From an optimization exercise on the open Yosys and OpenROAD flow, aimed at small area; shortcuts taken in it are not production practice. In this exercise RTL edits were held to simulation tests only and were not proved equivalent to the original. The flow treats the clock pin as an ideal source, which a real chip does not have. Power is estimated from default activity; no workload was simulated.

// Ahbmli
module Ahbmli(input clk, input reset,
    input [31:0] io_jtag_haddr,
    input  io_jtag_hwrite,
    input [2:0] io_jtag_hsize,
    input [2:0] io_jtag_hburst,
    input [3:0] io_jtag_hprot,
    input [1:0] io_jtag_htrans,
    input  io_jtag_hmastlock,
    input [31:0] io_jtag_hwdata,
    output[31:0] io_jtag_hrdata,
    output io_jtag_hready,
    output io_jtag_hresp,
    input [31:0] io_dmem_haddr,
    input  io_dmem_hwrite,
    input [2:0] io_dmem_hsize,
    input [2:0] io_dmem_hburst,
    input [3:0] io_dmem_hprot,
    input [1:0] io_dmem_htrans,
    input  io_dmem_hmastlock,
    input [31:0] io_dmem_hwdata,
    output[31:0] io_dmem_hrdata,
    output io_dmem_hready,
    output io_dmem_hresp,
    input [31:0] io_imem_haddr,
    input  io_imem_hwrite,
    input [2:0] io_imem_hsize,
    input [2:0] io_imem_hburst,
    input [3:0] io_imem_hprot,
    input [1:0] io_imem_htrans,
    input  io_imem_hmastlock,
    input [31:0] io_imem_hwdata,
    output[31:0] io_imem_hrdata,
    output io_imem_hready,
    output io_imem_hresp,
    output[31:0] io_datamem_haddr,
    output io_datamem_hwrite,
    output[2:0] io_datamem_hsize,
    output[2:0] io_datamem_hburst,
    output[3:0] io_datamem_hprot,
    output[1:0] io_datamem_htrans,
    output io_datamem_hmastlock,
    output[31:0] io_datamem_hwdata,
    input [31:0] io_datamem_hrdata,
    output io_datamem_hsel,
    output io_datamem_hreadyin,
    input  io_datamem_hreadyout,
    input  io_datamem_hresp,
    output[31:0] io_codemem_haddr,
    output io_codemem_hwrite,
    output[2:0] io_codemem_hsize,
    output[2:0] io_codemem_hburst,
    output[3:0] io_codemem_hprot,
    output[1:0] io_codemem_htrans,
    output io_codemem_hmastlock,
    output[31:0] io_codemem_hwdata,
    input [31:0] io_codemem_hrdata,
    output io_codemem_hsel,
    output io_codemem_hreadyin,
    input  io_codemem_hreadyout,
    input  io_codemem_hresp
);
export LEC_CHECK = 0
export CAP_MARGIN = 20
export CORE_AREA = 2 2 278 108
export DIE_AREA = 0 0 280 110
export PLACE_DENSITY = 0.6
export SLEW_MARGIN = 20
create_clock -name core_clock -period 8.0 [get_ports {clk}]
standard.sh (not shown) runs the stock make flow with config.mk's settings and CLKGATE_MAP_FILE= SYNTH_SCRIPT=/design/flow/synth_recipe.tcl, a recipe that flattens the netlist after the stock synthesis.
==> flow/flow/run.sh <==
#!/bin/bash
# Layout flow: the standard synthesis, its combinational logic mapped again
# for area (flip-flops untouched), then the standard ORFS layout with the
# smallest buffer cell (buf_1) on the ports and a clock tree of fewer,
# smaller buffers without dummy loads.
set -euo pipefail
HERE=$(pwd)
RES=$HERE/orfs/results/$FLOW_PLATFORM/Ahbmli/base
export BUFFER_PORTS_ARGS="-buffer_cell sky130_fd_sc_hd__buf_1"
export CTS_ARGS="-sink_clustering_enable -repair_clock_nets -root_buf sky130_fd_sc_hd__clkbuf_8 -buf_list sky130_fd_sc_hd__clkbuf_8 -dont_use_dummy_load -sink_clustering_size 40 -sink_clustering_max_diameter 120"

bash standard.sh synth > make_synth.log 2>&1

cp $RES/1_2_yosys.v $HERE/1_2_yosys.std.v
export RS_LIB=$FLOW_HOME/platforms/$FLOW_PLATFORM/lib/sky130_fd_sc_hd__tt_025C_1v80.lib
export RS_IN=$HERE/1_2_yosys.std.v RS_OUT=$HERE/1_2_yosys.rs.v RS_TOP=$FLOW_TOP
export RS_SCRIPT=$HERE/flow/area.abc
yosys -c $HERE/flow/resynth.tcl > resynth.log 2>&1
cp $RS_OUT $RES/1_2_yosys.v
rm -f $RES/1_synth.odb $RES/1_synth.sdc

bash standard.sh > make.log 2>&1
==> flow/flow/area.abc <==
strash; dch -f; amap -F 5; stime -p
==> flow/flow/resynth.tcl <==
# Re-map the combinational logic of the standard synthesis netlist for area.
# The flip-flops are kept as they are (same instances, names and cells); only
# the gates between them are mapped again with an area-oriented ABC script.
set lib $::env(RS_LIB)
yosys read_liberty -ignore_miss_func $lib
yosys blackbox sky130_fd_sc_hd__dfxtp_1 sky130_fd_sc_hd__conb_1
yosys read_verilog $::env(RS_IN)
yosys hierarchy -top $::env(RS_TOP)
yosys flatten
yosys opt -purge
# drop the cell models; the cells ABC maps to are then library blackboxes
yosys hierarchy -top $::env(RS_TOP)
yosys delete sky130_fd_sc_hd__dfxtp_1 sky130_fd_sc_hd__conb_1
yosys read_liberty -lib $lib
set dont {}
foreach c {*probe* *lpflow* *clkbuf* *clkinv* *dlygate* *dlymetal* *clkdlybuf* *bleeder* *dfxbp* *sdf* *edf*} {
  lappend dont -dont_use $c
}
yosys abc -liberty $lib {*}$dont -script $::env(RS_SCRIPT)
yosys opt_clean -purge
yosys hilomap -singleton -hicell sky130_fd_sc_hd__conb_1 HI -locell sky130_fd_sc_hd__conb_1 LO
yosys splitnets
yosys opt_clean -purge
yosys check -assert -mapped
yosys tee -o $::env(RS_OUT).stat stat -liberty $lib
# left out here: hide names made inside functions
yosys write_verilog -noattr -nohex -nodec $::env(RS_OUT)
The first run produced a clean layout.
Rerun with:
==> flow/flow/run.sh (replaced) <==
#!/bin/bash
# Standard ORFS layout, except that the port buffers are the smallest buffer
# cell (buf_1) rather than the one buffer_ports picks by default.
set -euo pipefail
export BUFFER_PORTS_ARGS="-buffer_cell sky130_fd_sc_hd__buf_1"
bash standard.sh > make.log 2>&1
--- a/flow/config.mk
+++ b/flow/config.mk
@@ -9,3 +9,2 @@
-export CORE_AREA = 2 2 278 108
-export DIE_AREA = 0 0 280 110
-export PLACE_DENSITY = 0.6
+export CORE_MARGIN = 2
+export CORE_UTILIZATION = 40
removed: flow/flow/area.abc
removed: flow/flow/resynth.tcl
What happened: The new run failed in I/O pin placement on PPL-0024. Synthesized cell count goes up by about 12%. Area after synthesis goes up by 16%.

## lane 1
The RTL this note starts from:
==> flow/design.v <==
module Ahbmli(input clk, input reset,
    input [31:0] io_jtag_haddr,
    input  io_jtag_hwrite,
    input [2:0] io_jtag_hsize,
    input [2:0] io_jtag_hburst,
    input [3:0] io_jtag_hprot,
    input [1:0] io_jtag_htrans,
    input  io_jtag_hmastlock,
    input [31:0] io_jtag_hwdata,
    output[31:0] io_jtag_hrdata,
    output io_jtag_hready,
    output io_jtag_hresp,
    input [31:0] io_dmem_haddr,
    input  io_dmem_hwrite,
    input [2:0] io_dmem_hsize,
    input [2:0] io_dmem_hburst,
    input [3:0] io_dmem_hprot,
    input [1:0] io_dmem_htrans,
    input  io_dmem_hmastlock,
    input [31:0] io_dmem_hwdata,
    output[31:0] io_dmem_hrdata,
    output io_dmem_hready,
    output io_dmem_hresp,
    input [31:0] io_imem_haddr,
    input  io_imem_hwrite,
    input [2:0] io_imem_hsize,
    input [2:0] io_imem_hburst,
    input [3:0] io_imem_hprot,
    input [1:0] io_imem_htrans,
    input  io_imem_hmastlock,
    input [31:0] io_imem_hwdata,
    output[31:0] io_imem_hrdata,
    output io_imem_hready,
    output io_imem_hresp,
    output[31:0] io_datamem_haddr,
    output io_datamem_hwrite,
    output[2:0] io_datamem_hsize,
    output[2:0] io_datamem_hburst,
    output[3:0] io_datamem_hprot,
    output[1:0] io_datamem_htrans,
    output io_datamem_hmastlock,
    output[31:0] io_datamem_hwdata,
    input [31:0] io_datamem_hrdata,
    output io_datamem_hsel,
    output io_datamem_hreadyin,
    input  io_datamem_hreadyout,
    input  io_datamem_hresp,
    output[31:0] io_codemem_haddr,
    output io_codemem_hwrite,
    output[2:0] io_codemem_hsize,
    output[2:0] io_codemem_hburst,
    output[3:0] io_codemem_hprot,
    output[1:0] io_codemem_htrans,
    output io_codemem_hmastlock,
    output[31:0] io_codemem_hwdata,
    input [31:0] io_codemem_hrdata,
    output io_codemem_hsel,
    output io_codemem_hreadyin,
    input  io_codemem_hreadyout,
    input  io_codemem_hresp
);
  wire [42:0] in0 = {io_jtag_hmastlock, io_jtag_hprot, io_jtag_hburst, io_jtag_hsize,
                     io_jtag_hwrite, io_jtag_htrans, io_jtag_haddr[29], io_jtag_haddr[27:0]};
  wire [42:0] in1 = {io_dmem_hmastlock, io_dmem_hprot, io_dmem_hburst, io_dmem_hsize,
                     io_dmem_hwrite, io_dmem_htrans, io_dmem_haddr[29], io_dmem_haddr[27:0]};
  wire [42:0] in2 = {io_imem_hmastlock, io_imem_hprot, io_imem_hburst, io_imem_hsize,
                     io_imem_hwrite, io_imem_htrans, io_imem_haddr[29], io_imem_haddr[27:0]};
  wire in0_act = io_jtag_htrans != 2'h0;
  wire in1_act = io_dmem_htrans != 2'h0;
  wire in2_act = io_imem_htrans != 2'h0;
  wire in0_t0 = in0_act & (io_jtag_haddr[31:28] == 4'h2);
  wire in0_t1 = in0_act & (io_jtag_haddr[31:28] == 4'h0);
  wire in1_t0 = in1_act & (io_dmem_haddr[31:28] == 4'h2);
  wire in1_t1 = in1_act & (io_dmem_haddr[31:28] == 4'h0);
  wire in2_t0 = in2_act & (io_imem_haddr[31:28] == 4'h2);
  wire in2_t1 = in2_act & (io_imem_haddr[31:28] == 4'h0);
  reg skb0, skb1, skb2;           
  reg dp00, dp01, dp02;           
  reg dp10, dp11, dp12;           
  reg [42:0] S0, S1, S2;          
  reg h01, h02, h11, h12;         
  reg o00, o01, o02, o10, o11, o12;  
  wire t00 = skb0 ? dp00 : in0_t0;    
  wire t01 = skb1 ? dp01 : in1_t0;
  wire t02 = skb2 ? dp02 : in2_t0;
  wire t10 = skb0 ? dp10 : in0_t1;    
  wire t11 = skb1 ? dp11 : in1_t1;
  wire t12 = skb2 ? dp12 : in2_t1;
  wire r00 = io_datamem_hreadyout;
  wire r01 = io_datamem_hreadyout & ~h01;
  wire r02 = io_datamem_hreadyout & ~h02;
  wire r10 = io_codemem_hreadyout;
  wire r11 = io_codemem_hreadyout & ~h11;
  wire r12 = io_codemem_hreadyout & ~h12;
  wire mh0 = ~(dp00 | dp10) | (dp00 & r00) | (dp10 & r10);
  wire mh1 = ~(dp01 | dp11) | (dp01 & r01) | (dp11 & r11);
  wire mh2 = ~(dp02 | dp12) | (dp02 & r02) | (dp12 & r12);
  wire full0 = ~skb0 & (dp00 | dp10) & ((in0_t0 & ~r00) | (in0_t1 & ~r10));
  wire full1 = ~skb1 & (dp01 | dp11) & ((in1_t0 & ~r01) | (in1_t1 & ~r11));
  wire full2 = ~skb2 & (dp02 | dp12) & ((in2_t0 & ~r02) | (in2_t1 & ~r12));
  wire ld0 = mh0 & full0;    
  wire ld1 = mh1 & full1;
  wire ld2 = mh2 & full2;
  wire hri0 = skb0 | mh0;    
  wire hri1 = skb1 | mh1;
  wire hri2 = skb2 | mh2;
  assign io_jtag_hready = ~skb0 & mh0;
  assign io_dmem_hready = ~skb1 & mh1;
  assign io_imem_hready = ~skb2 & mh2;
  assign io_jtag_hresp = (dp00 & o00 & io_datamem_hresp) | (dp10 & o10 & io_codemem_hresp);
  assign io_dmem_hresp = (dp01 & o01 & io_datamem_hresp) | (dp11 & o11 & io_codemem_hresp);
  assign io_imem_hresp = (dp02 & o02 & io_datamem_hresp) | (dp12 & o12 & io_codemem_hresp);
  assign io_jtag_hrdata = ({32{dp00 & o00}} & io_datamem_hrdata) | ({32{dp10 & o10}} & io_codemem_hrdata);
  assign io_dmem_hrdata = ({32{dp01 & o01}} & io_datamem_hrdata) | ({32{dp11 & o11}} & io_codemem_hrdata);
  assign io_imem_hrdata = ({32{dp02 & o02}} & io_datamem_hrdata) | ({32{dp12 & o12}} & io_codemem_hrdata);
  wire q00 = t00 & hri0;     
  wire q01 = t01 & hri1;
  wire q02 = t02 & hri2;
  wire q10 = t10 & hri0;
  wire q11 = t11 & hri1;
  wire q12 = t12 & hri2;
  wire g00 = q00;                           
  wire g01 = ~q00 & (q01 | h01);
  wire g02 = ~q00 & ~(q01 | h01) & (q02 | h02);
  wire g10 = q10;
  wire g11 = ~q10 & (q11 | h11);
  wire g12 = ~q10 & ~(q11 | h11) & (q12 | h12);
  wire k01 = io_datamem_hreadyout & ~g01 & ~h01 & q01;
  wire k02 = io_datamem_hreadyout & ~g02 & ~h02 & q02;
  wire k11 = io_codemem_hreadyout & ~g11 & ~h11 & q11;
  wire k12 = io_codemem_hreadyout & ~g12 & ~h12 & q12;
  assign io_datamem_hsel = q00 | q01 | h01 | q02 | h02;
  assign io_codemem_hsel = q10 | q11 | h11 | q12 | h12;
  assign io_datamem_hreadyin = io_datamem_hreadyout;
  assign io_codemem_hreadyin = io_codemem_hreadyout;
  wire [42:0] e0 = skb0 ? S0 : in0;
  wire [42:0] e1 = (skb1 | h01 | h11) ? S1 : in1;
  wire [42:0] e2 = (skb2 | h02 | h12) ? S2 : in2;
  wire [42:0] w0 = g00 ? e0 : (g01 ? e1 : e2);
  wire [42:0] w1 = g10 ? e0 : (g11 ? e1 : e2);
  assign io_datamem_haddr = {4'h2, w0[27:0]};
  assign io_datamem_htrans = w0[30:29];
  assign io_datamem_hwrite = w0[31];
  assign io_datamem_hsize = w0[34:32];
  assign io_datamem_hburst = w0[37:35];
  assign io_datamem_hprot = w0[41:38];
  assign io_datamem_hmastlock = w0[42];
  assign io_codemem_haddr = {4'h0, w1[27:0]};
  assign io_codemem_htrans = w1[30:29];
  assign io_codemem_hwrite = w1[31];
  assign io_codemem_hsize = w1[34:32];
  assign io_codemem_hburst = w1[37:35];
  assign io_codemem_hprot = w1[41:38];
  assign io_codemem_hmastlock = w1[42];
  assign io_datamem_hwdata = ({32{o00}} & io_jtag_hwdata) | ({32{o01}} & io_dmem_hwdata) | ({32{o02}} & io_imem_hwdata);
  assign io_codemem_hwdata = ({32{o10}} & io_jtag_hwdata) | ({32{o11}} & io_dmem_hwdata) | ({32{o12}} & io_imem_hwdata);
  always @(posedge clk) begin
    if (reset) begin
      skb0 <= 1'b0; dp00 <= 1'b0; dp10 <= 1'b0;
    end else if (mh0) begin
      skb0 <= full0; dp00 <= t00; dp10 <= t10;
    end
    if (reset) begin
      skb1 <= 1'b0; dp01 <= 1'b0; dp11 <= 1'b0;
    end else if (mh1) begin
      skb1 <= full1; dp01 <= t01; dp11 <= t11;
    end
    if (reset) begin
      skb2 <= 1'b0; dp02 <= 1'b0; dp12 <= 1'b0;
    end else if (mh2) begin
      skb2 <= full2; dp02 <= t02; dp12 <= t12;
    end
    if (reset) begin
      h01 <= 1'b0; h02 <= 1'b0;
      o00 <= 1'b1; o01 <= 1'b1; o02 <= 1'b1;
    end else if (io_datamem_hreadyout) begin
      h01 <= k01 | (h01 & ~g01);
      h02 <= k02 | (h02 & ~g02);
      o00 <= g00; o01 <= g01; o02 <= g02;
    end
    if (reset) begin
      h11 <= 1'b0; h12 <= 1'b0;
      o10 <= 1'b1; o11 <= 1'b1; o12 <= 1'b1;
    end else if (io_codemem_hreadyout) begin
      h11 <= k11 | (h11 & ~g11);
      h12 <= k12 | (h12 & ~g12);
      o10 <= g10; o11 <= g11; o12 <= g12;
    end
    S0 <= e0;
    S1 <= e1;
    S2 <= e2;
  end
endmodule
==> flow/config.mk <==
export PLATFORM = sky130hd
export DESIGN_NAME = Ahbmli
export DESIGN_NICKNAME = Ahbmli
export VERILOG_FILES = /design/flow/design.v
export SDC_FILE = /design/flow/constraint.sdc
export NUM_CORES = 4
export LEC_CHECK = 0
export CAP_MARGIN = 0
export CORE_AREA = 2 2 278 108
export DIE_AREA = 0 0 280 110
export PLACE_DENSITY = 0.6
export SLEW_MARGIN = 0
==> flow/constraint.sdc <==
create_clock -name core_clock -period 8.0 [get_ports {clk}]
set_input_delay 1.6000 -clock core_clock [delete_from_list [all_inputs] [get_ports {clk}]]
set_output_delay 1.6000 -clock core_clock [all_outputs]
set_load 0.01 [all_outputs]
==> flow/flow/run.sh <==
#!/bin/bash
# Layout flow: the standard synthesis, its combinational logic mapped again
# for area (flip-flops untouched), then the standard ORFS layout with
#  - the smallest buffer cell (buf_1) on the ports,
#  - the constant outputs sharing one tie cell per value,
#  - a clock tree of clkbuf_8 without dummy loads, each clock buffer then
#    sized down as far as the flip-flop clock-pin slew allows.
set -euo pipefail
HERE=$(pwd)
RES=$HERE/orfs/results/$FLOW_PLATFORM/Ahbmli/base
export BUFFER_PORTS_ARGS="-buffer_cell sky130_fd_sc_hd__buf_1"
export SKIP_REPAIR_TIE_FANOUT=1
export CTS_ARGS="-sink_clustering_enable -repair_clock_nets -root_buf sky130_fd_sc_hd__clkbuf_8 -buf_list sky130_fd_sc_hd__clkbuf_8 -dont_use_dummy_load -sink_clustering_size 40 -sink_clustering_max_diameter 120"
export POST_CTS_TCL=$HERE/flow/clock_downsize.tcl

bash standard.sh synth > make_synth.log 2>&1

cp $RES/1_2_yosys.v $HERE/1_2_yosys.std.v
export RS_LIB=$FLOW_HOME/platforms/$FLOW_PLATFORM/lib/sky130_fd_sc_hd__tt_025C_1v80.lib
export RS_IN=$HERE/1_2_yosys.std.v RS_OUT=$HERE/1_2_yosys.rs.v RS_TOP=$FLOW_TOP
export RS_SCRIPT=$HERE/flow/area.abc
yosys -c $HERE/flow/resynth.tcl > resynth.log 2>&1
cp $RS_OUT $RES/1_2_yosys.v
rm -f $RES/1_synth.odb $RES/1_synth.sdc

bash standard.sh > make.log 2>&1
Other scripts of this flow, unchanged in this note and not shown: flow/flow/area.abc, flow/flow/clock_downsize.tcl, flow/flow/resynth.tcl
Both conditions hold for lane 1: the flow ran to the end and the final layout passed the timing, DRC and antenna checks.
Changes in lane 2 relative to lane 1:
- DIE_AREA now 0 0 160 160, was 0 0 280 110
- CORE_AREA now 2 2 158 158, was 2 2 278 108
--- a/flow/flow/run.sh
+++ b/flow/flow/run.sh
@@ -3,3 +3,3 @@
 # for area (flip-flops untouched), then the standard ORFS layout with
-#  - the smallest buffer cell (buf_1) on the ports,
+#  - the smallest buffer cell (buf_1) on the ports, pins one track apart,
 #  - the constant outputs sharing one tie cell per value,
@@ -12,2 +12,3 @@
 export SKIP_REPAIR_TIE_FANOUT=1
+export PLACE_PINS_ARGS="-min_distance 1 -min_distance_in_tracks"
 export CTS_ARGS="-sink_clustering_enable -repair_clock_nets -root_buf sky130_fd_sc_hd__clkbuf_8 -buf_list sky130_fd_sc_hd__clkbuf_8 -dont_use_dummy_load -sink_clustering_size 40 -sink_clustering_max_diameter 120"
## What came out
Both conditions hold for lane 2: the flow ran to the end and the final layout passed the timing, DRC and antenna checks. Global-route wire length before repair, lane 2 vs lane 1: down by a few percent. Lane 2 vs lane 1, final critical-path setup slack went up by 0.14 ns. Number of buffers and inverters on the critical path, lane 2 and lane 1, lower one = lane 1.
diff inputs: lane 2 => lane 3
- DIE_AREA now 0 0 125 125, was 0 0 160 160
- PLACE_DENSITY now 0.75, was 0.6
- CORE_AREA now 2 2 123 123, was 2 2 158 158
Notes after the runs:
- Combinational share of power down 0.3 points in lane 3 wrt lane 2
- Re number of inserted diodes: lane 3 is 5 up on lane 2.
- Relative to lane 2, total power increased by 21 µW in lane 3.
- In lane 3, the final standard cell count with taps included and fillers excluded came out 138 below the value in lane 2.
- Comparing lane 2 and lane 3, placed standard-cell area is higher on lane 2.
- Against lane 2 as the reference, lane 3 delivers a higher met3 layer usage reported by global route.
- Lane 3 ends up with lower post-detailed-placement half-perimeter wirelength than lane 2 does.
- Looking at finished layout cell area across both flows, lane 3 is the stronger of the two, with lane 2 trailing.
- Of lane 2 and lane 3, lane 2 shows the lower power share of the clock group, with lane 3 above it.

-- static timing again, ports no longer ideal --
The flow's constraints put no driver on any port. The routed layouts listed below were extracted and timed again, unchanged, in two steps.
Step 1 (the two cells are an assumption about what drives the block):
set clk [get_ports {clk}]
set_driving_cell -lib_cell sky130_fd_sc_hd__clkbuf_16 $clk
set_driving_cell -lib_cell sky130_fd_sc_hd__buf_2 [delete_from_list [all_inputs] $clk]
Step 2 adds t to the input delays and takes it off the output delays; t is the mean of the earliest and latest rising clock arrival at the registers after step 1. Input paths then give back, and output paths get back, about the clock's delay inside the block.
a / b / c = ideal / step 1 / step 2; a / b = the first two.
| run | t (ns) | setup WS [ns] | worst register clock-pin slew, ns |
|---|---|---|---|
| the first run of note 1 | 0.498 | 1.973 / 1.947 / 1.947 | 0.10 / 0.10 |
| lane 1 | 0.740 | 1.815 / 1.792 / 1.792 | 0.11 / 0.11 |
| lane 2 | 0.569 | 1.958 / 1.934 / 1.934 | 0.11 / 0.11 |
| lane 3 | 1.317 | 1.499 / 1.457 / 1.825 | 0.11 / 0.11 |
After both steps every run listed still meets setup and hold. For the first run of note 1, which loses most, drivers alone change the setup slack by -0.026 ns; drivers and shift together by -0.026 ns.
